Background: an optimization exercise with open tools, aiming at a short achievable clock period and few clock cycles. Do not read the settings as production practice. Only simulation tests tie the RTL to the original design; equivalence was not proved. Power and IR drop assume default switching activity.

--- flow/config.mk ---
export PLATFORM = sky130hd
export DESIGN_NAME = cpu
export DESIGN_NICKNAME = cpu
export VERILOG_FILES = /design/flow/design.v
export SDC_FILE = /design/flow/constraint.sdc
export NUM_CORES = 4
export LEC_CHECK = 0
export CAP_MARGIN = 20
export CORE_MARGIN = 2
export CORE_UTILIZATION = 40
export SLEW_MARGIN = 20
--- flow/constraint.sdc ---
create_clock -name core_clock -period 6.5 [get_ports {clk}]
set_input_delay 1.3000 -clock core_clock [delete_from_list [all_inputs] [get_ports {clk}]]
set_output_delay 1.3000 -clock core_clock [all_outputs]
set_load 0.01 [all_outputs]
--- flow/design.v ---
localparam ac_none       = 3'd0;
localparam ac_and_md     = 3'd1;
localparam ac_add_md     = 3'd2;
localparam ac_zero       = 3'd3;
localparam ac_uc         = 3'd4;
localparam ac_iot        = 3'd5;
localparam pc_none       = 3'd0;
localparam pc_data       = 3'd1;
localparam pc_ma         = 3'd2;
localparam pc_ma1        = 3'd3;
localparam pc_incr       = 3'd4;
localparam skip_none     = 2'd0;
localparam skip_md_clear = 2'd1;
localparam skip_uc       = 2'd2;
localparam skip_iot      = 2'd3;
localparam addr_none     = 2'd0;
localparam addr_ma       = 2'd1;
localparam addr_pc       = 2'd2;
localparam addr_ea       = 2'd3;
localparam data_none     = 3'd0;
localparam data_ac       = 3'd1;
localparam data_md       = 3'd2;
localparam data_pc       = 3'd3;
localparam data_pc1      = 3'd4;
localparam iot_none      = 1'd0;
localparam iot_en        = 1'd1;
localparam ir_none       = 1'd0;
localparam ir_data       = 1'd1;
localparam ma_none       = 2'd0;
localparam ma_data       = 2'd1;
localparam ma_ea         = 2'd2;
localparam md_none       = 2'd0;
localparam md_data       = 2'd1;
localparam md_data1      = 2'd2;
module state(
    clk,
    nrst,
    run,
    hlt,
    opcode,
    indirect,
    sel_ac,
    sel_pc,
    sel_skip,
    sel_addr,
    sel_data,
    sel_iot,
    sel_ir,
    sel_ma,
    sel_md,
    mem_read,
    mem_write,
    mem_valid,
    halted
);
localparam ac_none       = 3'd0;
localparam ac_and_md     = 3'd1;
localparam ac_add_md     = 3'd2;
localparam ac_zero       = 3'd3;
localparam ac_uc         = 3'd4;
localparam ac_iot        = 3'd5;
localparam pc_none       = 3'd0;
localparam pc_data       = 3'd1;
localparam pc_ma         = 3'd2;
localparam pc_ma1        = 3'd3;
localparam pc_incr       = 3'd4;
localparam skip_none     = 2'd0;
localparam skip_md_clear = 2'd1;
localparam skip_uc       = 2'd2;
localparam skip_iot      = 2'd3;
localparam addr_none     = 2'd0;
localparam addr_ma       = 2'd1;
localparam addr_pc       = 2'd2;
localparam addr_ea       = 2'd3;
localparam data_none     = 3'd0;
localparam data_ac       = 3'd1;
localparam data_md       = 3'd2;
localparam data_pc       = 3'd3;
localparam data_pc1      = 3'd4;
localparam iot_none      = 1'd0;
localparam iot_en        = 1'd1;
localparam ir_none       = 1'd0;
localparam ir_data       = 1'd1;
localparam ma_none       = 2'd0;
localparam ma_data       = 2'd1;
localparam ma_ea         = 2'd2;
localparam md_none       = 2'd0;
localparam md_data       = 2'd1;
localparam md_data1      = 2'd2;
    input clk;
    input nrst;
    input run;
    input hlt;
    input [2:0] opcode;
    input indirect;
    output reg [2:0] sel_ac;
    output reg [2:0] sel_pc;
    output reg [1:0] sel_skip;
    output reg [1:0] sel_addr;
    output reg [2:0] sel_data;
    output reg [0:0] sel_iot;
    output reg [0:0] sel_ir;
    output reg [1:0] sel_ma;
    output reg [1:0] sel_md;
    output reg mem_read;
    output reg mem_write;
    input mem_valid;
    output reg halted;
    localparam integer Shalt = 3'd0;
    localparam integer SreadInstr = 3'd1;
    localparam integer SdecodeInstr = 3'd2;
    localparam integer SreadIndirect = 3'd3;
    localparam integer SexecInstr = 3'd4;
    localparam integer SexecInstr2 = 3'd5;
    reg [3:0] current_state;
    reg [3:0] next_state;
    wire [11:0] ac = 12'b0;
    wire [11:0] ir = 12'b0;
    wire [11:0] ea = 12'b0;
    wire [11:0] pc = 12'b0;
    localparam integer OpcodeAnd = 3'b000;
    localparam integer OpcodeTad = 3'b001;
    localparam integer OpcodeIsz = 3'b010;
    localparam integer OpcodeDca = 3'b011;
    localparam integer OpcodeJms = 3'b100;
    localparam integer OpcodeJmp = 3'b101;
    localparam integer OpcodeIot = 3'b110;
    localparam integer OpcodeOpr = 3'b111;
    always @(posedge clk)
    begin
        if(!nrst)
            current_state <= SreadInstr;
        else
            current_state <= next_state;
    end
    always @*
    begin
        halted <= 1'b0;
        mem_read <= 1'b0;
        mem_write <= 1'b0;
        sel_ac <= ac_none;
        sel_pc <= pc_none;
        sel_skip <= skip_none;
        sel_addr <= addr_none;
        sel_data <= data_none;
        sel_iot <= iot_none;
        sel_ir <= ir_none;
        sel_ma <= ma_none;
        sel_md <= md_none;
        next_state <= current_state;
        case(current_state)
            Shalt: begin
                halted <= 1'b1;
                if(run)
                    next_state <= SreadInstr;
            end
            SreadInstr: begin
                sel_addr <= addr_pc;
                sel_ir <= ir_data;
                mem_read <= 1'b1;
                if(mem_valid)
                    next_state <= SdecodeInstr;
            end
            SdecodeInstr: begin
                if(opcode == OpcodeOpr)
                    next_state <= SexecInstr;
                else if(opcode == OpcodeIot)
                    next_state <= SexecInstr;
                else if(indirect)
                    next_state <= SreadIndirect;
                else begin
                    sel_ma <= ma_ea;
                    next_state <= SexecInstr;
                end
            end
            SreadIndirect: begin
                sel_addr <= addr_ea;
                sel_ma <= ma_data;
                mem_read <= 1'b1;
                if(mem_valid)
                    next_state <= SexecInstr;
            end
            SexecInstr: begin
                case(opcode)
                    OpcodeAnd: begin
                        sel_addr <= addr_ma;
                        sel_md <= md_data;
                        mem_read <= 1'b1;
                        if(mem_valid)
                                next_state <= SexecInstr2;
                    end
                    OpcodeTad: begin
                        sel_addr <= addr_ma;
                        sel_md <= md_data;
                        mem_read <= 1'b1;
                        if(mem_valid)
                                next_state <= SexecInstr2;
                    end
                    OpcodeIsz: begin
                        sel_addr <= addr_ma;
                        sel_md <= md_data1;
                        mem_read <= 1'b1;
                        if(mem_valid)
                                next_state <= SexecInstr2;
                    end
                    OpcodeDca: begin
                        sel_addr <= addr_ma;
                        sel_data <= data_ac;
                        mem_write <= 1'b1;
                        if(mem_valid)
                                next_state <= SexecInstr2;
                    end
                    OpcodeJms: begin
                        sel_addr <= addr_ma;
                        sel_data <= data_pc1;
                        mem_write <= 1'b1;
                        if(mem_valid)
                                next_state <= SexecInstr2;
                    end
                    OpcodeJmp: begin
                        sel_pc <= pc_ma;
                        next_state <= SreadInstr;
                    end
                    OpcodeIot: begin
                        sel_ac <= ac_iot;
                        sel_pc <= pc_incr;
                        sel_skip <= skip_iot;
                        sel_iot <= iot_en;
                        next_state <= SreadInstr;
                    end
                    OpcodeOpr: begin
                        sel_ac <= ac_uc;
                        sel_pc <= pc_incr;
                        sel_skip <= skip_uc;
                        if(hlt)
                            next_state <= Shalt;
                        else
                            next_state <= SreadInstr;
                    end
                    default: begin
                        next_state <= Shalt;
                    end
                endcase
            end
            SexecInstr2: begin
                sel_pc <= pc_incr;
                next_state <= SreadInstr;
                case(opcode)
                    OpcodeAnd:
                        sel_ac <= ac_and_md;
                    OpcodeTad:
                        sel_ac <= ac_add_md;
                    OpcodeIsz: begin
                        sel_pc <= pc_none;
                        next_state <= current_state;
                        sel_addr <= addr_ma;
                        sel_data <= data_md;
                        mem_write <= 1'b1;
                        if(mem_valid) begin
                            sel_pc <= pc_incr;
                            sel_skip <= skip_md_clear;
                            next_state <= SreadInstr;
                        end
                    end
                    OpcodeDca:
                        sel_ac <= ac_zero;
                    OpcodeJms:
                        sel_pc <= pc_ma1;
                    default: ;
                endcase
            end
            default:
                next_state <= Shalt;
        endcase
    end
endmodule
module cpu(
    input clk,
    input nrst,
    output halt,
    output bit1_cp2,
    output bit2_cp3,
    output [2:0] io_address,
    output [7:0] dataout,
    input skip_flag,
    input clearacc,
    input [7:0] datain,
    output reg [11:0] address,
    output reg [11:0] write_data,
    output write_enable,
    output mem_load,
    input [11:0] read_data,
    input mem_ready
);
localparam ac_none       = 3'd0;
localparam ac_and_md     = 3'd1;
localparam ac_add_md     = 3'd2;
localparam ac_zero       = 3'd3;
localparam ac_uc         = 3'd4;
localparam ac_iot        = 3'd5;
localparam pc_none       = 3'd0;
localparam pc_data       = 3'd1;
localparam pc_ma         = 3'd2;
localparam pc_ma1        = 3'd3;
localparam pc_incr       = 3'd4;
localparam skip_none     = 2'd0;
localparam skip_md_clear = 2'd1;
localparam skip_uc       = 2'd2;
localparam skip_iot      = 2'd3;
localparam addr_none     = 2'd0;
localparam addr_ma       = 2'd1;
localparam addr_pc       = 2'd2;
localparam addr_ea       = 2'd3;
localparam data_none     = 3'd0;
localparam data_ac       = 3'd1;
localparam data_md       = 3'd2;
localparam data_pc       = 3'd3;
localparam data_pc1      = 3'd4;
localparam iot_none      = 1'd0;
localparam iot_en        = 1'd1;
localparam ir_none       = 1'd0;
localparam ir_data       = 1'd1;
localparam ma_none       = 2'd0;
localparam ma_data       = 2'd1;
localparam ma_ea         = 2'd2;
localparam md_none       = 2'd0;
localparam md_data       = 2'd1;
localparam md_data1      = 2'd2;
reg [12:0] link_ac;
wire [11:0] ac;
wire link;
reg [11:0] ir;
reg [11:0] ma;
reg [11:0] md;
reg [11:0] ea;
reg [11:0] pc;
reg skip;
localparam integer ZBit = 7;
localparam integer IBit = 8;
localparam integer UcGroup1Bit = 8;
localparam integer UcGroup2Bit = 0;
localparam integer Group1 = 2'd0;
localparam integer Group2 = 2'd1;
localparam integer Group3 = 2'd2;
wire [1:0] uc_group;
localparam integer ClaBit = 7;
localparam integer CllBit = 6;
localparam integer CmaBit = 5;
localparam integer CmlBit = 4;
localparam integer RarBit = 3;
localparam integer RalBit = 2;
localparam integer BswBit = 1;
localparam integer IacBit = 0;
localparam integer SmaBit = 6;
localparam integer SzaBit = 5;
localparam integer SnlBit = 4;
localparam integer AndBit = 3;
localparam integer OsrBit = 2;
localparam integer HltBit = 1;
localparam integer MqaBit = 6;
localparam integer ScaBit = 5;
localparam integer MqlBit = 4;
wire en_cla;
wire en_cll;
wire en_cma;
wire en_cml;
reg en_rar;
reg en_ral;
reg en_rtr;
reg en_rtl;
reg en_bsw;
wire en_iac;
wire en_sma;
wire en_sza;
wire en_snl;
wire en_and;
wire [12:0] uc1_stage1;
wire [12:0] uc1_stage2;
wire [12:0] uc1_stage3;
wire [12:0] uc1_stage4;
wire [12:0] uc2_stage1;
wire uc2_skip;
reg [12:0] uc_link_ac;
reg uc_skip;
wire [2:0] sel_ac;
wire [2:0] sel_pc;
wire [1:0] sel_skip;
wire [1:0] sel_addr;
wire [2:0] sel_data;
wire [0:0] sel_iot;
wire [0:0] sel_ir;
wire [1:0] sel_ma;
wire [1:0] sel_md;
wire md_clear;
wire iot_skip2;
wire [2:0] iot_bits;
wire mem_read, mem_write;
    state inst_state(
        .clk(clk),
        .nrst(nrst),
        .run(1'b0),
        .hlt(ir[UcGroup1Bit] & ~ir[UcGroup2Bit] & ir[HltBit]),
        .opcode(ir[11:9]),
        .indirect(ir[IBit]),
        .sel_ac(sel_ac),
        .sel_pc(sel_pc),
        .sel_skip(sel_skip),
        .sel_addr(sel_addr),
        .sel_data(sel_data),
        .sel_iot(sel_iot),
        .sel_ir(sel_ir),
        .sel_ma(sel_ma),
        .sel_md(sel_md),
        .mem_read(mem_read),
        .mem_write(mem_write),
        .mem_valid(mem_ready),
        .halted(halt)
    );
    always @* case(sel_addr)
        addr_ea:  address = ea;
        addr_ma:  address = ma;
        addr_pc:  address = pc;
        default:  address = ea;
    endcase
    always @* case(sel_data)
        data_ac:  write_data = ac;
        data_md:  write_data = md;
        data_pc1:  write_data = pc+1;
        default:  write_data = ea;
    endcase
    reg [11:7] page;
    always @*
    begin
        if(ir[ZBit] == 1'b1)
            page = pc[11:7];
        else
            page = 5'b0;
        ea <= {page, ir[6:0]};
    end
    always @(posedge clk)
    begin
        if(!nrst)
            pc <= 12'd0;
        else if(sel_pc == pc_data)
            pc <= read_data;
        else if(sel_pc == pc_ma)
            pc <= ma;
        else if(sel_pc == pc_ma1)
            pc <= ma + 1;
        else if(sel_pc == pc_incr) begin
            if(skip == 1'b1)
                pc <= pc + 12'd2;
            else
                pc <= pc + 12'd1;
        end
    end
    always @(posedge clk)
    begin
        if(!nrst)
            link_ac <= 13'd0;
        else if(sel_ac == ac_and_md)
            link_ac <= link_ac & {1'b1, md};
        else if(sel_ac == ac_add_md)
            link_ac <= link_ac + {1'b0, md};
        else if(sel_ac == ac_zero)
            link_ac <= {link, 12'b000000000000};
        else if(sel_ac == ac_uc)
            link_ac <= uc_link_ac;
        else if(sel_ac == ac_iot) begin
            if(clearacc)
                link_ac <= {link, 4'b0000, datain};
            else
                link_ac <= {link, ac | {4'b0000, datain}};
        end
    end
    always @(posedge clk)
    begin
        if(!nrst)
            ir <= 12'd0;
        else if(sel_ir == ir_data)
            ir <= read_data;
    end
    always @(posedge clk)
    begin
        if(!nrst)
            ma <= 12'd0;
        else if(sel_ma == ma_data)
            ma <= read_data;
        else if(sel_ma == ma_ea)
            ma <= ea;
    end
    always @(posedge clk)
    begin
        if(!nrst)
            md <= 12'd0;
        else if(sel_md == md_data)
            md <= read_data;
        else if(sel_md == md_data1)
            md <= read_data + 1;
    end
    assign md_clear = (md == 12'b0) ? 1'b1 : 1'b0;
    assign iot_skip2 = (skip_flag && ir[0] == 1'b1) ? 1'b1 : 1'b0;
    always @* case(sel_skip)
        skip_md_clear:  skip = md_clear;
        skip_uc:        skip = uc_skip;
        skip_iot:       skip = iot_skip2;
        default:        skip = 1'b0;
    endcase
    assign uc_group = (ir[UcGroup1Bit] == 1'b0) ? Group1 :
                      (ir[UcGroup2Bit] == 1'b0) ? Group2 :
                      Group3;
    assign en_cla = ir[ClaBit];
    assign en_cll = ir[CllBit];
    assign en_cma = ir[CmaBit];
    assign en_cml = ir[CmlBit];
    assign en_iac = ir[IacBit];
    assign en_sma = ir[SmaBit];
    assign en_sza = ir[SzaBit];
    assign en_snl = ir[SnlBit];
    assign en_and = ir[AndBit];
    always @(ir[RarBit:BswBit])
    begin
        en_rar <= 1'b0;
        en_rtr <= 1'b0;
        en_ral <= 1'b0;
        en_rtl <= 1'b0;
        en_bsw <= 1'b0;
        case(ir[RarBit:BswBit])
            3'b100: en_rar <= 1'b1;
            3'b101: en_rtr <= 1'b1;
            3'b010: en_ral <= 1'b1;
            3'b011: en_rtl <= 1'b1;
            3'b001: en_bsw <= 1'b1;
            default: ;
        endcase
    end
    assign uc1_stage1[11:0] = en_cla ? 12'b0 : ac;
    assign uc1_stage1[12]   = en_cll ?  1'b0 : link;
    assign uc1_stage2[11:0] = en_cma ? ~uc1_stage1[11:0] : uc1_stage1[11:0];
    assign uc1_stage2[12]   = en_cml ? ~uc1_stage1[12]   : uc1_stage1[12];
    assign uc1_stage3 = en_iac ? uc1_stage2 + 1 : uc1_stage2;
    assign uc1_stage4 = en_ral ? {uc1_stage3[11:00], uc1_stage3[12:12]} :
                        en_rtl ? {uc1_stage3[10:00], uc1_stage3[12:11]} :
                        en_rar ? {uc1_stage3[00:00], uc1_stage3[12:01]} :
                        en_rtr ? {uc1_stage3[01:00], uc1_stage3[12:02]} :
                        en_bsw ? {uc1_stage3[12]   , uc1_stage3[5:0], uc1_stage3[11:6]} :
                        uc1_stage3;
    assign uc2_stage1[11:0] = en_cla ? 12'b0 : ac;
    assign uc2_stage1[12] = link;
    assign uc2_skip = ((en_sma && ac[11] == 1'b1) ||
                       (en_sza && ac == 12'b0) ||
                       (en_snl && link)) ^
                      en_and ? 1'b1 : 1'b0;
    always @(uc_group, uc1_stage4, uc2_stage1, uc2_skip, link_ac)
    begin
        case(uc_group)
            Group1: begin
                uc_link_ac <= uc1_stage4;
                uc_skip <= 1'b0;
            end
            Group2: begin
                uc_link_ac <= uc2_stage1;
                uc_skip <= uc2_skip;
            end
            Group3: begin
                uc_link_ac <= link_ac;
                uc_skip <= 1'b0;
            end
            default: begin
                uc_link_ac <= link_ac;
                uc_skip <= 1'b0;
            end
        endcase
    end
    assign ac = link_ac[11:0];
    assign link = link_ac[12];
    assign dataout = ac[7:0];
    assign io_address = (sel_iot == iot_en) ? ir[8:6] : 6'b000000;
    assign iot_bits = ir[2:0];
    assign bit1_cp2 = iot_bits[1];
    assign bit2_cp3 = iot_bits[2];
    assign mem_load = mem_write | mem_read;
    assign write_enable = mem_write;
endmodule
--- flow/run.sh ---
#!/bin/bash
# synth_recipe.tcl (not shown) runs the flow's synth.tcl, then flattens the netlist and writes it again
# the make line also repeats each setting of config.mk as NAME=value (left out here)
make -C /OpenROAD-flow-scripts/flow DESIGN_CONFIG=/design/flow/config.mk WORK_HOME=/design/flow/orfs CLKGATE_MAP_FILE= SYNTH_SCRIPT=/design/flow/synth_recipe.tcl finish
==> summary.md <==
| Metric | Value |
|---|---|
| CP most frequent cell | `o21ai_0` |
| PwrDens | `225 mW/mm2` |
| Fmax | `189 MHz` |
| Tmin final | `5.29 ns` |
| Hold_buf cts | `0` |
| Antenna-violating nets left | `0` |
| Clk pin slew, worst setup/hold paths | `0.06 ns` |
| Critical Path Sink Type | `output port` |
| GRT Util Overall | `0.302` |
| CTS tree | `built` |
| CTS Sinks | `64` |
| Share of post-route cells with drive strength above 1 | `0.0433` |
| RSZ-0062 raised after global routing | `false` |
| Via count | `7935` |
| VDD IR max | `between 0.00015 and 0.0002 V` |
| Sw frac | `0.426` |
| Max-slew violation count | `0` |
| Area growth syn-to-layout | `13.6%` |
| Worst R2R Path Depth | `12` |
| Int Power | `around 1 mW` |
| Detailed Place HPWL | `roughly 20000 um` |
| Starting Density | `0.410` |
| Vias per cell | `between 6 and 7` |
| Mapped Area | `0.00682 mm2` |
| Clock Tree Buf Depth | `2` |
| Crit path kind | `reg2out` |
| YS warnings | `2` |
| Run status | `finished clean` |
| Crit Path Max Fanout | `21` |
| Async SR Flop Fraction | `0` |
| Critical Path Start | `inst_state.current_state[1]$_SDFFE_PN0P_` |
| Worst-Margin Slew | `0.974 ns` |
| Worst Path Required | `roughly 5.2 ns` |
| Number of flops mapped to enable cells by yosys | `0` |
| CP cell instances | `nand2b_1 > or3_1 > nor3_2 > nor3_1 > inv_1 > nor2_1 > o21ai_0 > o21ai_0 > a221o_1 > clkdlybuf4s50_1` |
| Htree depth | `3` |
| First-pass GRT wire length | `roughly 42000 um` |
| Synth unique cells | `81` |
| Core area | `between 0.015 and 0.02 mm2` |
| GP Congestion | `0.963` |
| Startpoint types | `flip-flop` |
| Total power | `1.74 mW` |
| Reg-to-reg critical path endpoint | `link_ac[4]$_SDFFE_PN0P_` |
| TritonCTS Buffers | `9` |
| Seq/Total Area, Yosys | `0.188` |
| DRT Pass-1 Iters | `5` |
| Slowest CP cell | `dfxtp_1` |
| Synth Flop Type | `dfxtp_1` |
| Grt total ovfl | `0` |
| Met2 Use GR | `0.458` |
| CTS resizes | `0` |
| Initial antenna violation count | `0` |
| Drc violations | `0` |
| Final hold vios | `0` |
| Met1 global-route usage | `0.426` |
| Die area | `0.0181 mm2` |
| DR iter-0 viols | `1105` |
| Fin Setup TNS | `0 ns` |
| Top-level port count | `65` |
| Clock skew | `between 0.008 and 0.009 ns` |
| Cells after Synth | `992` |
| Worst reg-to-reg setup slack | `between 2 and 3 ns` |
| Most common cell after layout, fill and taps aside | `a21oi_1` |
| Lkg Pwr | `2.64 nW` |
| Total Routed Length | `27500 um` |
| Per-cell routed wire length | `22.7 um` |
| # setup viols final | `0` |
| Clock share of power | `0.293` |
| Vias in the first global route | `7167` |
| CP max stage delay | `0.73 ns` |
| FF-to-FF Start | `ir[7]$_SDFFE_PN0N_` |
| P_sw | `0.741 mW` |
| Nets | `1035` |
| HP Class | `reg2reg` |
| Worst slew margin | `0.350` |
| Num rows | `47` |
| Setup repair bufs after CTS | `0` |
| Met3 Use GR | `0.0571` |
| Port bufs | `64` |
| Clock insertion delay at the later pin of the skew report | `0.35 ns` |
| Max cap viols | `0` |
| CP Capture Point | `write_data[9]` |
| Logic pwr share | `0.404` |
| Largest net degree at the start of global routing | `47` |
| Share of power burned in registers | `0.302` |
| Root Buffer Master | `clkbuf_16` |
| # diodes | `0` |
| Syn Area/Cell | `6.87 um2` |
| Part of the cycle the worst path needs | `0.813` |
| GRT busiest layer | `met2` |
| Seq cells post-synth | `between 60 and 70` |
| Die X | `135 um` |
| Hold slack | `0.526 ns` |
| Syn nets | `around 1000` |
| Die H | `135 um` |
| Commonest non-fill, non-tap cells in the layout | `120 x a21oi_1, 109 x nor2_1, 94 x nand2_1` |
| Critical path arrival | `3.99 ns` |
-- cell type report --
type / count / area (um2)
Timing Repair Buffer: 74 / 716
Sequential cell: 64 / 1280
Clock buffer: 9 / 225
Inverter: 23 / 86.3
Fill cell: 1735 / 8900
Clock inverter: 7 / 77.6
Multi-Input combinational cell: 816 / 5080
Tap cell: 220 / 275
-- cells in the mapped netlist, drive strengths merged, types with 13 or more instances --
master | number | area (um2)
nand3 | 21 | 105
clkbuf | 65 | 244
mux2i | 16 | 160
nand2b | 13 | 81.3
xor2 | 19 | 166
buf | 24 | 143
nand2 | 94 | 353
a21oi | 120 | 601
nor3 | 28 | 145
dfxtp | 64 | 1280
and3 | 14 | 87.6
xnor2 | 29 | 254
a221oi | 17 | 149
a211oi | 13 | 97.6
inv | 22 | 82.6
ha | 21 | 263
o21ai | 78 | 390
nor2 | 109 | 409
nor2b | 19 | 119
-- worst max-delay path, delay by kind of cell (launching register included) --
| family | cells | cell delay (ns) |
|---|---|---|
| AO/OA/AOI/OAI | 3 | 0.45 |
| AND/OR/NAND/NOR | 5 | 1.69 |
| buffers and inverters | 2 | 0.77 |
| flip-flops | 1 | 0.73 |
-- through the flow --
| stage | worst slack, ns | instances | utilization | instance area, um2 |
|---|---|---|---|---|
| after floorplan | 2.76 | 992 | - | 6820 |
| after global placement | 1.72 | 1197 | 0.446 | 7430 |
| after detailed placement | 1.69 | 1197 | 0.447 | 7430 |
| after CTS | 1.30 | 1213 | 0.465 | 7740 |
| after global routing | 0.832 | 1213 | 0.465 | 7740 |
| final | 1.22 | 1213 | 0.465 | 7740 |
-- cell families (layout without fill, tap and decap cells) --
logic type / after synthesis / in the layout / synth area share
AOI/OAI and AO/OA: 365 / 365 / 0.349
xor gates and xnor gates: 48 / 48 / 0.0617
adders and majority gates: 22 / 22 / 0.0415
buffers and inverters: 112 / 113 / 0.0694
DFF: 64 / 64 / 0.188
muxes: 20 / 20 / 0.0317
and+or+nand+nor: 361 / 361 / 0.259
-- worst min path at each step --
| stage | start | endpoint | cells after the start |
|---|---|---|---|
| after floorplan | link_ac[12]$_SDFFE_PN0P_ | link_ac[12]$_SDFFE_PN0P_ | 1 |
| after global placement | link_ac[12]$_SDFFE_PN0P_ | link_ac[12]$_SDFFE_PN0P_ | 1 |
| after detailed placement | link_ac[12]$_SDFFE_PN0P_ | link_ac[12]$_SDFFE_PN0P_ | 1 |
| after CTS | link_ac[12]$_SDFFE_PN0P_ | link_ac[12]$_SDFFE_PN0P_ | 1 |
| after global routing | link_ac[12]$_SDFFE_PN0P_ | link_ac[12]$_SDFFE_PN0P_ | 1 |
| final | link_ac[12]$_SDFFE_PN0P_ | link_ac[12]$_SDFFE_PN0P_ | 1 |
-- per-layer routing --
layer / up-vias / part of all wire / wire length, um
met5: - / 0 / 0
met4: 0 / 0.034 / 922
met3: 54 / 0.086 / 2370
met2: 405 / 0.44 / 12000
met1: 3795 / 0.44 / 12200
li1: 3681 / - / -
-- power by group through the flow --
stage | Sequential [mW] | Clock, mW | Combinational, mW
2_1_floorplan | 0.462 | 0 | 0.503
3_3_place_gp | 0.529 | 0 | 0.685
3_5_place_dp | 0.529 | 0 | 0.684
4_1_cts | 0.520 | 0.517 | 0.688
5_1_grt | 0.531 | 0.530 | 0.758
6_report | 0.526 | 0.511 | 0.704
-- flip-flops by register name, summed over array words and instances, names as in the netlist --
name                      count
link_ac                      13
ir                           12
pc                           12
inst_state.current_state      3
ma                           12
md                           12
Testbench counts, summed over its fixed seeds: cycles 261,968.

[what the ideal ports hide]
No port has a modelled driver above. Below, the same layout with a new extraction and two added sets of constraints.
Step 1 sets driving cells, clkbuf_16 on the clock port and buf_2 on the other inputs (assumed; they add their load-dependent delay and slew).
Step 2 also shifts input and output timing later by t, the mid clock arrival at the registers, as if the neighbouring blocks saw the same clock.
a / b / c = no drivers / after step 1 / after step 2; a / b = the first two.
t, ns: 0.390
slack for setup (ns): 1.215 / 1.172 / 1.561
worst setup path at the end: register to output
After both steps setup and hold are still met in this run. The setup slack of this run moves by -0.043 ns with the drivers and by +0.346 ns with both steps.
